Source: an optimization exercise on an open RTL-to-GDS flow (aim: small area, a short achievable clock period and few clock cycles per item). Production flows keep margins and buffers that such runs may drop. RTL that was checked went through simulation tests only; none was proved equivalent to the original. Power and IR drop assume default switching activity.

== north ==
## gemm_array
module gemm_array
#(
  parameter C_DATA_WIDTH = 32,
  parameter C_DIM = 4,
  parameter C_NUM_PE = 4,
  parameter C_RAM_IN_DELAY = 1,
  parameter C_RAM_OUT_DELAY = 1,
  parameter C_MAC_DELAY = 1,
  parameter C_RAM_STYLE = 1
)
(
  input                       clock,
  input                       i_reset,
  input [C_DATA_WIDTH-1: 0]   Ain_data,
  input [C_DATA_WIDTH-1: 0]   Bin_data,
  input                       Ain_valid,
  input                       Bin_valid,
  output [C_DATA_WIDTH-1: 0]  Aout_data,
  output [C_DATA_WIDTH-1: 0]  Bout_data,
  output                      Aout_valid,
  output                      Bout_valid,
  input                       i_rd_output,
  output                      o_rd_output
);
Size in the first run: roughly 9800 cells after synthesis, roughly 1600 flip-flops, ~140 I/O pins, roughly 0.086 mm2 of cells after synthesis.
==> flow/config.mk <==
export PLATFORM = sky130hd
export DESIGN_NAME = gemm_array
export DESIGN_NICKNAME = gemm_array
export VERILOG_FILES = /design/flow/design.v
export SDC_FILE = /design/flow/constraint.sdc
export NUM_CORES = 4
export LEC_CHECK = 0
export ABC_AREA = 1
export CAP_MARGIN = 20
export CORE_MARGIN = 2
export CORE_UTILIZATION = 40
export CTS_CLUSTER_DIAMETER = 60
export CTS_CLUSTER_SIZE = 30
export SLEW_MARGIN = 20
==> flow/constraint.sdc <==
create_clock -name core_clock -period 8.5 [get_ports {clock}]
set_input_delay 1.7000 -clock core_clock [delete_from_list [all_inputs] [get_ports {clock}]]
set_output_delay 1.7000 -clock core_clock [all_outputs]
set_load 0.01 [all_outputs]
standard.sh (not shown) runs the stock make flow with config.mk's settings and CLKGATE_MAP_FILE= SYNTH_SCRIPT=/design/flow/synth_recipe.tcl, a recipe that flattens the netlist after the stock synthesis.
==> flow/flow/run.sh <==
#!/bin/bash
set -euo pipefail
bash standard.sh SETUP_SLACK_MARGIN=5.45 "BUFFER_PORTS_ARGS=-buffer_cell sky130_fd_sc_hd__buf_4" finish > make_standard.log 2>&1
Testbench counts of north, summed over its fixed seeds: cycles 8,960, matrices 256.
Setup changes, north to south
==> flow/flow/run.sh <==
#!/bin/bash
set -euo pipefail
bash standard.sh SETUP_SLACK_MARGIN=5.3 finish > make_standard.log 2>&1
## What came out
Every run (south and north) finished clean.
On sequential share of layout area: south sits above north.
Diff north -> south: total power shows a reduction of 1.4%, setup slack after layout shows a reduction of 0.17 ns, worst hold slack shows a reduction of 0.011 ns, number of placed instances with taps included shows no meaningful change.
Fmax: south lower than north
Modified inputs, east compared to south
Settings: CORE_UTILIZATION changed from 40 to 50.
==> flow/flow/run.sh <==
#!/bin/bash
set -euo pipefail
bash standard.sh SETUP_SLACK_MARGIN=5.45 finish > make_standard.log 2>&1
[summary]
Per the final summary, east finished and its layout is clean on timing, DRC and antenna. Compared with south, east shows a lower wire length of the first global-routing pass. A first element of the critical path of a_neg[2] is what south shows, while col[3].b3j[1] belongs to east. Compared east vs south, and HPWL after detailed placement is down in east. | design area | east vs south | better |. Relative to south, the sequential share of layout area of east is higher by 0.38 points. [east] total power fell 1.4% relative to south.
--- input diff east..west ---
Settings: CORE_UTILIZATION: 50 -> 40.
Relative area change from synthesis to final layout (higher): west. The standard cells in west occupy more silicon area than those in east do. Detailed-routing iteration count for the pre-antenna-repair pass came out lower on west than on east. Comparing met1 track demand over resource in global routing for west and east, the smaller number came from west. west against east: fraction of standard cell area that is sequential lost 0.61 points; total power after layout now sits higher; number of vias after detailed routing went up by 1255. west vs. east: via-per-instance ratio went down by about 3.7%. [compare] base=east new=west: overall fraction of global-route tracks in use now sits lower, area after detailed placement now sits higher, multi-input logic area now sits at about the same level.

========
## zinc
Another version of the RTL of gemm_array (not shown whole).
For scale: ~1600 flip-flops, ~140 I/O pins, ~88000 sq um of cells after synthesis.
export LEC_CHECK = 0
export ABC_CLOCK_PERIOD_IN_PS = 2000
export CAP_MARGIN = 20
export CORE_MARGIN = 2
export CORE_UTILIZATION = 45
export SLEW_MARGIN = 20
create_clock -name core_clock -period 8.5 [get_ports {clock}]
==> flow/flow/run.sh <==
#!/bin/bash
set -euo pipefail
bash standard.sh SETUP_SLACK_MARGIN=6 finish > make_standard.log 2>&1
zinc reached the final stage; the timing, design-rule and antenna checks on its layout passed.
The inputs of pepper differ from those of zinc as listed below.
# zinc
export LEC_CHECK = 0
export ABC_CLOCK_PERIOD_IN_PS = 2000
export CAP_MARGIN = 20
export CORE_MARGIN = 2
export CORE_UTILIZATION = 45
export SLEW_MARGIN = 20
create_clock -name core_clock -period 8.5 [get_ports {clock}]
# pepper
export LEC_CHECK = 0
export ABC_CLOCK_PERIOD_IN_PS = 2000
export CAP_MARGIN = 20
export CORE_MARGIN = 2
export CORE_UTILIZATION = 50
export SETUP_SLACK_MARGIN = 5
export SLEW_MARGIN = 20
create_clock -name core_clock -period 8.5 [get_ports {clock}]
==> flow/run.sh (new file) <==
#!/bin/bash
# synth_recipe.tcl (not shown) runs the flow's synth.tcl, then flattens the netlist and writes it again
# the make line also repeats each setting of config.mk as NAME=value (left out here)
make -C /OpenROAD-flow-scripts/flow DESIGN_CONFIG=/design/flow/config.mk WORK_HOME=/design/flow/orfs CLKGATE_MAP_FILE= SYNTH_SCRIPT=/design/flow/synth_recipe.tcl finish
removed: flow/flow/run.sh
removed: flow/standard.sh
Notes after the runs:
- Going from zinc to pepper, non-clock buffer count fell 57%, wire length on met2 fell 8.0%, final wirelength fell 37 mm, instance count after placement with tap cells included fell 281.
- Delta (pepper minus zinc): number of sinks on the clock net did not really move, buffering stage count on the worst path with inverters included went up.
- [pepper vs zinc] number of post-CTS setup repair buffers: lower in pepper
- The slowest cell on the critical path comes out mux4_2 in one run and dfxtp_2 in the other, namely in zinc and pepper respectively.
Function was not checked in any run of this note: the RTL went through the layout flow alone.

========
Another version of the RTL of gemm_array (not shown whole).
Size in the first run: roughly 7900 cells after synthesis, ~1400 flip-flops, about 140 I/O pins, ~79000 um2 of cells after synthesis.
clock: 8.5 ns
lec_check: 0
cap_margin: 20
core_margin: 2
core_utilization: 40
cts_cluster_diameter: 60
cts_cluster_size: 30
slew_margin: 20
==> flow/flow/run.sh <==
#!/bin/bash
set -euo pipefail
bash standard.sh SETUP_SLACK_MARGIN=5.6 finish > make_standard.log 2>&1
The first run ran to the end with no violations.
Testbench counts at the start, summed over its fixed seeds: cycles 8,960, matrices 256.
Rerun with:
==> flow/run.sh (new file) <==
#!/bin/bash
# synth_recipe.tcl (not shown) runs the flow's synth.tcl, then flattens the netlist and writes it again
# the make line also repeats each setting of config.mk as NAME=value (left out here)
make -C /OpenROAD-flow-scripts/flow DESIGN_CONFIG=/design/flow/config.mk WORK_HOME=/design/flow/orfs CLKGATE_MAP_FILE= SYNTH_SCRIPT=/design/flow/synth_recipe.tcl finish
--- a/flow/config.mk
+++ b/flow/config.mk
@@ -12,2 +12,3 @@
 export CTS_CLUSTER_SIZE = 30
+export SETUP_SLACK_MARGIN = 5
 export SLEW_MARGIN = 20
removed: flow/flow/run.sh
removed: flow/standard.sh
The new run went through all stages and came out clean.
Non-clock buffer count went down by 220.
Area after synthesis does not change.
Count of clock-buffer cells in the layout went down by 10.
Sequential share of layout area went up by 2.9 points.
Combinational power went down by about 10%.
Total power went down by 6.1%.
Global-route usage went down by 2.5 points.

========
Setup of alpha:
Another version of the RTL of gemm_array (not shown whole).
For scale: ~7500 cells after synthesis, about 1300 flip-flops, roughly 140 I/O pins, roughly 0.077 sq mm of cells after synthesis.
==> flow/config.mk <==
export PLATFORM = sky130hd
export DESIGN_NAME = gemm_array
export DESIGN_NICKNAME = gemm_array
export VERILOG_FILES = /design/flow/design.v
export SDC_FILE = /design/flow/constraint.sdc
export NUM_CORES = 4
export LEC_CHECK = 0
export CAP_MARGIN = 20
export CORE_MARGIN = 2
export CORE_UTILIZATION = 45
export SLEW_MARGIN = 20
==> flow/constraint.sdc <==
create_clock -name core_clock -period 8.5 [get_ports {clock}]
set_input_delay 1.7000 -clock core_clock [delete_from_list [all_inputs] [get_ports {clock}]]
set_output_delay 1.7000 -clock core_clock [all_outputs]
set_load 0.01 [all_outputs]
==> flow/flow/run.sh <==
#!/bin/bash
set -euo pipefail
bash standard.sh SETUP_SLACK_MARGIN=5.6 finish > make_standard.log 2>&1
alpha went all the way through the flow, and no timing, DRC or antenna check failed.
Testbench counts of alpha, summed over its fixed seeds: cycles 8,960, matrices 256.
Changes in beta relative to alpha:
- SETUP_SLACK_MARGIN newly set to 5
==> flow/run.sh (new file) <==
#!/bin/bash
# synth_recipe.tcl (not shown) runs the flow's synth.tcl, then flattens the netlist and writes it again
# the make line also repeats each setting of config.mk as NAME=value (left out here)
make -C /OpenROAD-flow-scripts/flow DESIGN_CONFIG=/design/flow/config.mk WORK_HOME=/design/flow/orfs CLKGATE_MAP_FILE= SYNTH_SCRIPT=/design/flow/synth_recipe.tcl finish
removed: flow/flow/run.sh
removed: flow/standard.sh
--- outcome ---
- Summary: with alpha as the reference, maximum frequency in beta moved up slightly.
- Utilization sits lower in beta than in alpha.
- Summary of beta over alpha: number of clock buffers inserted by TritonCTS went up, final non-filler cell area shows a reduction of about 6%, met3 usage decreased by 2.6 points relative to the old numbers.
- beta -> alpha: count of flip-flops with a built-in enable after synthesis delta 0, exact match
- Power after layout: beta better than alpha

==> separate check: timing with driven ports <==
The flow's constraints put no driver on any port. The routed layouts listed below were extracted and timed again, unchanged, in two steps. Step 1 assumes that a clkbuf_16 drives the clock port and a buf_2 every other input. Step 2 adds t to the input delays and takes it off the output delays; t is the mean of the earliest and latest rising clock arrival at the registers after step 1. Input paths then give back, and output paths get back, about the clock's delay inside the block. Three values: no drivers, after step 1, after step 2; two values: the first two.
| run | t, ns | setup slack, ns | worst setup path at the end | worst data-port slew with drivers (ns) |
|---|---|---|---|---|
| north | 0.935 | 5.318 / 5.299 / 5.133 | input to register | 0.07 |
| south | 0.930 | 5.153 / 5.153 / 4.613 | input to register | 0.05 |
| east | 0.897 | 5.295 / 5.295 / 4.780 | input to register | 0.04 |
| west | 0.928 | 5.350 / 5.303 / 4.812 | input to register | 0.05 |
| zinc | 0.939 | 5.159 / 5.159 / 5.159 | register to register | 0.05 |
| pepper | 0.930 | 4.932 / 4.932 / 4.932 | register to register | 0.06 |
| the first run of note 3 | 0.908 | 5.201 / 5.201 / 4.826 | input to register | 0.06 |
| the second run of note 3 | 0.901 | 4.950 / 4.942 / 4.847 | input to register | 0.08 |
| alpha | 0.911 | 4.782 / 4.782 / 4.471 | input to register | 0.06 |
| beta | 0.905 | 4.820 / 4.820 / 4.248 | input to register | 0.06 |
After both steps every run listed still meets setup and hold. For beta, which loses most, drivers alone change the setup slack by 0.000 ns; drivers and shift together by -0.572 ns.
